Context: an optimization exercise on an open-source flow, tuned for small area, a short achievable clock period and few clock cycles per item. The choices shown serve that exercise and are no tape-out recipe.
RTL that was checked went through simulation tests only; none was proved equivalent to the original.

==> cedar <==
Design geofence, start of the top module:
module geofence (clk,reset,X,Y,valid,is_inside);
input           clk;
input           reset;
input   [9:0]   X;
input   [9:0]   Y;
output          valid;
output          is_inside;
reg  [4:0]  cnt;
reg         valid_r;
reg         inside_r;
reg  [9:0]  ox, oy;
reg  signed [10:0] rx [0:6];
reg  signed [10:0] ry [0:6];
reg         rz [0:6];
reg  [2:0]  rk [0:6];
reg         plt [0:6][0:6];    
reg         peq [0:6][0:6];    
reg  signed [10:0] ly;
reg  signed [10:0] sx, sy;
integer i, j, k;
wire in_vtx = (cnt >= 5'd1) && (cnt <= 5'd7);
always @(posedge clk) begin
    if (cnt == 5'd0) begin
        ox <= X;
        oy <= Y;
    end
    if (in_vtx) begin
        rx[0] <= {1'b0, X} - {1'b0, ox};
        ry[0] <= {1'b0, Y} - {1'b0, oy};
        rz[0] <= (X == 10'd0);
    end else begin
        rx[0] <= rx[6];
        ry[0] <= ry[6];
        rz[0] <= rz[6];
    end
    for (i = 1; i < 7; i = i + 1) begin
        rx[i] <= rx[i-1];
        ry[i] <= ry[i-1];
        rz[i] <= rz[i-1];
    end
end
reg        clt [1:6];
reg        ceq [1:6];
reg        newmin;
always @(*) begin
    newmin = 1'b1;
    for (k = 1; k < 7; k = k + 1) begin
        clt[k] = rx[0] < rx[k];
        ceq[k] = rx[0] == rx[k];
        if (k <= cnt - 5'd2) newmin = newmin & clt[k];
    end
end
always @(posedge clk) begin
    for (j = 1; j < 7; j = j + 1)
        if (cnt == j + 2)
            for (i = 0; i < j; i = i + 1) begin
                plt[i][j] <= clt[j-i];
                peq[i][j] <= ceq[j-i];
            end
    if (cnt >= 5'd2 && cnt <= 5'd8 && newmin)
        ly <= ry[0];
end
reg        g [0:6];
reg        lt [0:6][0:6];    
reg  [2:0] rank [0:6];
always @(*) begin
    g[0] = (ry[0] < ly) && !rz[0];
    for (i = 1; i < 7; i = i + 1)
        g[i] = (ry[7-i] < ly) && !rz[7-i];
    for (i = 0; i < 7; i = i + 1)
  ...
==> flow/config.mk <==
export PLATFORM = sky130hd
export DESIGN_NAME = geofence
export DESIGN_NICKNAME = geofence
export VERILOG_FILES = /design/flow/design.v
export SDC_FILE = /design/flow/constraint.sdc
export NUM_CORES = 4
export LEC_CHECK = 0
export CAP_MARGIN = 20
export CORE_MARGIN = 2
export CORE_UTILIZATION = 60
export PLACE_DENSITY = 0.75
export SETUP_SLACK_MARGIN = 4.0
export SLEW_MARGIN = 20
==> flow/constraint.sdc <==
create_clock -name core_clock -period 8.0 [get_ports {clk}]
set_input_delay 1.6000 -clock core_clock [delete_from_list [all_inputs] [get_ports {clk}]]
set_output_delay 1.6000 -clock core_clock [all_outputs]
set_load 0.01 [all_outputs]
run.sh (not shown) runs the stock make flow with config.mk's settings and CLKGATE_MAP_FILE= SYNTH_SCRIPT=/design/flow/synth_recipe.tcl, a recipe that flattens the netlist after the stock synthesis.
==> inputs of fjord, as changes to cedar <==
CORE_UTILIZATION = 40   (was 60)
PLACE_DENSITY = not set   (was 0.75)
==> run summary <==
- fjord finished with timing, DRC and antenna clean. cedar completed with no timing, DRC or antenna violations.
- Against cedar, the worst setup slack of fjord is lower by 0.067 ns.
- In flip-flop and latch count, fjord and cedar do not differ.
- Die area: cedar is smaller than fjord (about 33%).
- Of cedar and fjord, fjord has the higher critical path depth (gap 1).
- In fjord the non-clock buffer count is higher than in cedar, by 7.
- Against cedar, the fmax of fjord is lower by about 1.6%.
- Against cedar, the via count of fjord is lower by about 2%.
- Wire length: cedar is lower than fjord (about 2.6%).
Testbench counts of cedar, summed over its fixed seeds: cycles 41,391, items 2,400.
Testbench counts of fjord, summed over its fixed seeds: cycles 41,391, items 2,400.

========
==> run a: inputs <==
Another version of the RTL of geofence (not shown whole).
Settings: LEC_CHECK=0, ABC_AREA=1, CAP_MARGIN=20, CORE_MARGIN=2, CORE_UTILIZATION=60, PLACE_DENSITY=0.75, SETUP_SLACK_MARGIN=4.0, SLEW_MARGIN=20, SYNTH_HIERARCHICAL=1, SYNTH_MINIMUM_KEEP_SIZE=0; clock period 8.0 ns.
==> run b: changes against run a <==
--- a/flow/design.v
+++ b/flow/design.v
@@ -18,10 +18,11 @@
 reg         pl [0:6][0:5];     
 reg         pe [0:6][0:5];     
 reg         yl [0:5];          
 reg         nyl, nyp, newl_r;  
 reg  signed [10:0] sx, sy;
+reg         bxp, bxn, byp, byn;    
 integer i, j, k;
 function automatic [10:0] sub10(input [9:0] a, input [9:0] b);
     reg [9:0] g, p, nb;
     integer q, d;
     begin
@@ -90,10 +91,16 @@
     for (i = 1; i < 7; i = i + 1)
         for (k = 0; k < 6; k = k + 1) begin
             pl[i][k] <= pl[i-1][k];
             pe[i][k] <= pe[i-1][k];
         end
+    if (in_vtx) begin
+        bxp <= (bxp || ph1) && !nx[10];
+        bxn <= (bxn || ph1) && (nx[10] || nx == 11'd0);
+        byp <= (byp || ph1) && !ny[10];
+        byn <= (byn || ph1) && (ny[10] || ny == 11'd0);
+    end
     nyl <= cl && !nz;
     nyp <= !cy[0][0] && !nz;
     newl_r <= newl;
     if (in_vtx) begin
         rx[0] <= nx;
@@ -925,32 +932,50 @@
 wire i747 = ~c630;
 wire s748, c749;
 fadd us748 (.a(c687), .b(s689), .c(i747), .s(s748), .co(c749));
 assign ca = {c690, c746, c743, c740, c737, c734, c731, c728, c725, c722, c719, c716, c713, c710, c707, c704, c701, c698, c695, c692, s691, p122};
 assign cb = {c749, s748, s745, s742, s739, s736, s733, s730, s727, s724, s721, s718, s715, s712, s709, s706, s703, s700, s697, s694, 1'b1, ~p1};
-reg  [21:0] csa, csb;
+function automatic carry8(input [7:0] a, input [7:0] b);
+    reg [7:0] g, p;
+    integer q, d;
+    begin
+        g = a & b;
+        p = a | b;
+        for (d = 1; d < 8; d = d * 2)
+            for (q = 2 * d - 1; q < 8; q = q + 2 * d) begin
+                g[q] = g[q] | (p[q] & g[q-d]);
+                p[q] = p[q] & p[q-d];
+            end
+        carry8 = g[7];
+    end
+endfunction
+reg  [21:8] csa, csb;
+reg         cs8;
 always @(posedge clk) begin
     sx <= nsx;
     sy <= nsy;
-    csa <= ca;
-    csb <= cb;
+    csa <= ca[21:8];
+    csb <= cb[21:8];
+    cs8 <= carry8(ca[7:0], cb[7:0]);
 end
-reg  [20:0] tg, tp;
+reg  [12:0] tg, tp;
 integer q, d;
 always @(*) begin
-    tg = csa[20:0] & csb[20:0];
-    tp = csa[20:0] | csb[20:0];
-    for (d = 1; d < 16; d = d * 2)
-        for (q = 2 * d - 1; q < 21; q = q + 2 * d) begin
+    tg = csa[20:8] & csb[20:8];
+    tp = csa[20:8] | csb[20:8];
+    for (d = 1; d < 8; d = d * 2)
+        for (q = 2 * d - 1; q < 13; q = q + 2 * d) begin
             tg[q] = tg[q] | (tp[q] & tg[q-d]);
             tp[q] = tp[q] & tp[q-d];
         end
 end
-wire c20 = tg[19] | (tp[19] & tg[15]);
-wire c21 = tg[20] | (tp[20] & c20);
+wire c16 = tg[7] | (tp[7] & cs8);
+wire c20 = tg[11] | (tp[11] & c16);
+wire c21 = tg[12] | (tp[12] & c20);
 wire pass = !(csa[21] ^ csb[21] ^ c21);
-wire done = chk && (!pass || last);
+wire boxout = bxp || bxn || byp || byn;
+wire done = last || (chk && !pass) || (st8 && boxout);
 wire [4:0] cnt_n = done ? 5'd0 : cnt + 5'd1;
 always @(posedge clk) begin
     if (reset) begin
         cnt <= 5'd0;
         ph0 <= 1'b1;
@@ -969,11 +994,11 @@
         last <= cnt_n == 5'd16;
     end
     vm <= (ph0 || ph1) ? 6'd0 : {vm[4:0], 1'b1};
 end
 assign valid = done;
-assign is_inside = pass;
+assign is_inside = pass && !st8;
 endmodule
 module fadd (a, b, c, s, co);
 input  a, b, c;
 output s, co;
 assign s = a ^ b ^ c;
CTS_CLUSTER_DIAMETER = 100   (was unset)
CTS_CLUSTER_SIZE = 30   (was unset)
==> run c: changes against run a <==
--- a/flow/design.v
+++ b/flow/design.v
@@ -925,32 +925,49 @@
 wire i747 = ~c630;
 wire s748, c749;
 fadd us748 (.a(c687), .b(s689), .c(i747), .s(s748), .co(c749));
 assign ca = {c690, c746, c743, c740, c737, c734, c731, c728, c725, c722, c719, c716, c713, c710, c707, c704, c701, c698, c695, c692, s691, p122};
 assign cb = {c749, s748, s745, s742, s739, s736, s733, s730, s727, s724, s721, s718, s715, s712, s709, s706, s703, s700, s697, s694, 1'b1, ~p1};
-reg  [21:0] csa, csb;
+function automatic carry8(input [7:0] a, input [7:0] b);
+    reg [7:0] g, p;
+    integer q, d;
+    begin
+        g = a & b;
+        p = a | b;
+        for (d = 1; d < 8; d = d * 2)
+            for (q = 2 * d - 1; q < 8; q = q + 2 * d) begin
+                g[q] = g[q] | (p[q] & g[q-d]);
+                p[q] = p[q] & p[q-d];
+            end
+        carry8 = g[7];
+    end
+endfunction
+reg  [21:8] csa, csb;
+reg         cs8;
 always @(posedge clk) begin
     sx <= nsx;
     sy <= nsy;
-    csa <= ca;
-    csb <= cb;
+    csa <= ca[21:8];
+    csb <= cb[21:8];
+    cs8 <= carry8(ca[7:0], cb[7:0]);
 end
-reg  [20:0] tg, tp;
+reg  [12:0] tg, tp;
 integer q, d;
 always @(*) begin
-    tg = csa[20:0] & csb[20:0];
-    tp = csa[20:0] | csb[20:0];
-    for (d = 1; d < 16; d = d * 2)
-        for (q = 2 * d - 1; q < 21; q = q + 2 * d) begin
+    tg = csa[20:8] & csb[20:8];
+    tp = csa[20:8] | csb[20:8];
+    for (d = 1; d < 8; d = d * 2)
+        for (q = 2 * d - 1; q < 13; q = q + 2 * d) begin
             tg[q] = tg[q] | (tp[q] & tg[q-d]);
             tp[q] = tp[q] & tp[q-d];
         end
 end
-wire c20 = tg[19] | (tp[19] & tg[15]);
-wire c21 = tg[20] | (tp[20] & c20);
+wire c16 = tg[7] | (tp[7] & cs8);
+wire c20 = tg[11] | (tp[11] & c16);
+wire c21 = tg[12] | (tp[12] & c20);
 wire pass = !(csa[21] ^ csb[21] ^ c21);
-wire done = chk && (!pass || last);
+wire done = last || (chk && !pass);
 wire [4:0] cnt_n = done ? 5'd0 : cnt + 5'd1;
 always @(posedge clk) begin
     if (reset) begin
         cnt <= 5'd0;
         ph0 <= 1'b1;
SETUP_SLACK_MARGIN = 3.5   (was 4.0)
==> run d: changes against run a <==
--- a/flow/design.v
+++ b/flow/design.v
@@ -18,10 +18,11 @@
 reg         pl [0:6][0:5];     
 reg         pe [0:6][0:5];     
 reg         yl [0:5];          
 reg         nyl, nyp, newl_r;  
 reg  signed [10:0] sx, sy;
+reg         bxp, bxn, byp, byn;    
 integer i, j, k;
 function automatic [10:0] sub10(input [9:0] a, input [9:0] b);
     reg [9:0] g, p, nb;
     integer q, d;
     begin
@@ -90,10 +91,16 @@
     for (i = 1; i < 7; i = i + 1)
         for (k = 0; k < 6; k = k + 1) begin
             pl[i][k] <= pl[i-1][k];
             pe[i][k] <= pe[i-1][k];
         end
+    if (in_vtx) begin
+        bxp <= (bxp || ph1) && !nx[10];
+        bxn <= (bxn || ph1) && (nx[10] || nx == 11'd0);
+        byp <= (byp || ph1) && !ny[10];
+        byn <= (byn || ph1) && (ny[10] || ny == 11'd0);
+    end
     nyl <= cl && !nz;
     nyp <= !cy[0][0] && !nz;
     newl_r <= newl;
     if (in_vtx) begin
         rx[0] <= nx;
@@ -925,32 +932,50 @@
 wire i747 = ~c630;
 wire s748, c749;
 fadd us748 (.a(c687), .b(s689), .c(i747), .s(s748), .co(c749));
 assign ca = {c690, c746, c743, c740, c737, c734, c731, c728, c725, c722, c719, c716, c713, c710, c707, c704, c701, c698, c695, c692, s691, p122};
 assign cb = {c749, s748, s745, s742, s739, s736, s733, s730, s727, s724, s721, s718, s715, s712, s709, s706, s703, s700, s697, s694, 1'b1, ~p1};
-reg  [21:0] csa, csb;
+function automatic carry8(input [7:0] a, input [7:0] b);
+    reg [7:0] g, p;
+    integer q, d;
+    begin
+        g = a & b;
+        p = a | b;
+        for (d = 1; d < 8; d = d * 2)
+            for (q = 2 * d - 1; q < 8; q = q + 2 * d) begin
+                g[q] = g[q] | (p[q] & g[q-d]);
+                p[q] = p[q] & p[q-d];
+            end
+        carry8 = g[7];
+    end
+endfunction
+reg  [21:8] csa, csb;
+reg         cs8;
 always @(posedge clk) begin
     sx <= nsx;
     sy <= nsy;
-    csa <= ca;
-    csb <= cb;
+    csa <= ca[21:8];
+    csb <= cb[21:8];
+    cs8 <= carry8(ca[7:0], cb[7:0]);
 end
-reg  [20:0] tg, tp;
+reg  [12:0] tg, tp;
 integer q, d;
 always @(*) begin
-    tg = csa[20:0] & csb[20:0];
-    tp = csa[20:0] | csb[20:0];
-    for (d = 1; d < 16; d = d * 2)
-        for (q = 2 * d - 1; q < 21; q = q + 2 * d) begin
+    tg = csa[20:8] & csb[20:8];
+    tp = csa[20:8] | csb[20:8];
+    for (d = 1; d < 8; d = d * 2)
+        for (q = 2 * d - 1; q < 13; q = q + 2 * d) begin
             tg[q] = tg[q] | (tp[q] & tg[q-d]);
             tp[q] = tp[q] & tp[q-d];
         end
 end
-wire c20 = tg[19] | (tp[19] & tg[15]);
-wire c21 = tg[20] | (tp[20] & c20);
+wire c16 = tg[7] | (tp[7] & cs8);
+wire c20 = tg[11] | (tp[11] & c16);
+wire c21 = tg[12] | (tp[12] & c20);
 wire pass = !(csa[21] ^ csb[21] ^ c21);
-wire done = chk && (!pass || last);
+wire boxout = bxp || bxn || byp || byn;
+wire done = last || (chk && !pass) || (st8 && boxout);
 wire [4:0] cnt_n = done ? 5'd0 : cnt + 5'd1;
 always @(posedge clk) begin
     if (reset) begin
         cnt <= 5'd0;
         ph0 <= 1'b1;
@@ -969,11 +994,11 @@
         last <= cnt_n == 5'd16;
     end
     vm <= (ph0 || ph1) ? 6'd0 : {vm[4:0], 1'b1};
 end
 assign valid = done;
-assign is_inside = pass;
+assign is_inside = pass && !st8;
 endmodule
 module fadd (a, b, c, s, co);
 input  a, b, c;
 output s, co;
 assign s = a ^ b ^ c;
CORE_UTILIZATION = 70   (was 60)
CTS_CLUSTER_DIAMETER = 100   (was unset)
CTS_CLUSTER_SIZE = 30   (was unset)
PLACE_DENSITY = 0.85   (was 0.75)
==> impl_metrics.toml <==
[outcome]
run_status = "timing/DRC/antenna clean"

[logic_synthesis]
synth_nets = 2926

[worst_hold_path]
hp-start = "rx[4][6]"

[final_layout]
seqAreaFraction = 0.300

[timing]
finalClockSkew_ns = 0.0286

[clock_tree]
post_cts_buffers = 0

[power_and_ir_drop]
The numbers above come from run c.

==> impl_metrics.toml <==
[global_routing]
antenna_found_initial = 1

[worst_hold_path]
hp-start = "pl[6]"

[outcome]
run_status = "timing/DRC/antenna clean"

[final_layout]
seqAreaFraction = 0.297

[clock_tree]
post_cts_buffers = 24

[logic_synthesis]
synth_nets = 3002
The numbers above come from run d.

==> impl_metrics.toml <==
[timing]
finalClockSkew_ns = 0.0412
finalHoldViolations = 0

[final_layout]
seqAreaFraction = 0.295

[worst_setup_path]
worst_path_max_delay_cell = "sky130_fd_sc_hd__fa_1"

[worst_hold_path]
hp-start = "rx[1][2]"

[route]
initialDrtViolationCount = 1814

[floorplanning]
die_width_um = 192

[placement]
hpwl_um = 42100

[outcome]
run_status = "timing/DRC/antenna clean"
The numbers above come from run b.

==> impl_metrics.toml <==
[logic_synthesis]
synth_nets = 2980

[outcome]
run_status = "timing/DRC/antenna clean"

[timing]
finalClockSkew_ns = 0.0185

[final_layout]
seqAreaFraction = 0.298

[worst_hold_path]
hp-start = "rx[2][2]"

[worst_setup_path]
worst_path_max_delay_cell = "sky130_fd_sc_hd__dfxtp_1"

[floorplanning]
floorplan.die_area_um2 = 36700
The numbers above come from run a.

Testbench counts of run a, summed over its fixed seeds: cycles 34,026, items 2,400.
Testbench counts of run c, summed over its fixed seeds: cycles 34,026, items 2,400.
Function not checked in run b and run d: the RTL went through the layout flow alone.

## static timing again, ports no longer ideal
The results above use ideal ports. As a check the final layouts listed here were re-extracted and re-timed, cells and wires unchanged.
Step 1: set_driving_cell puts a clkbuf_16 on clk and a buf_2 on each other input, an assumption about the parent block.
Step 2 times the ports against the registers' clock, not the clock port: input delays grow and output delays shrink by t, the midpoint of the rising clock arrivals with the driver on.
Slacks: ideal ports / drivers / drivers and shift; pairs: ideal ports / drivers.
| run | t (ns) | slack for setup (ns) | pins driven straight from the clock port |
|---|---|---|---|
| cedar | 0.615 | 3.890 / 3.890 / 3.705 | 1 |
| fjord | 0.629 | 3.823 / 3.823 / 3.677 | 1 |
| run a | 0.612 | 4.049 / 4.034 / 3.580 | 1 |
| run b | 0.587 | 3.943 / 3.943 / 3.631 | 1 |
| run c | 0.597 | 3.641 / 3.668 / 3.070 | 1 |
| run d | 0.587 | 4.008 / 4.004 / 3.587 | 1 |
After both steps setup and hold are still met in every run listed. The setup slack of run c, which loses most, moves by +0.027 ns with the drivers and by -0.571 ns with both steps.
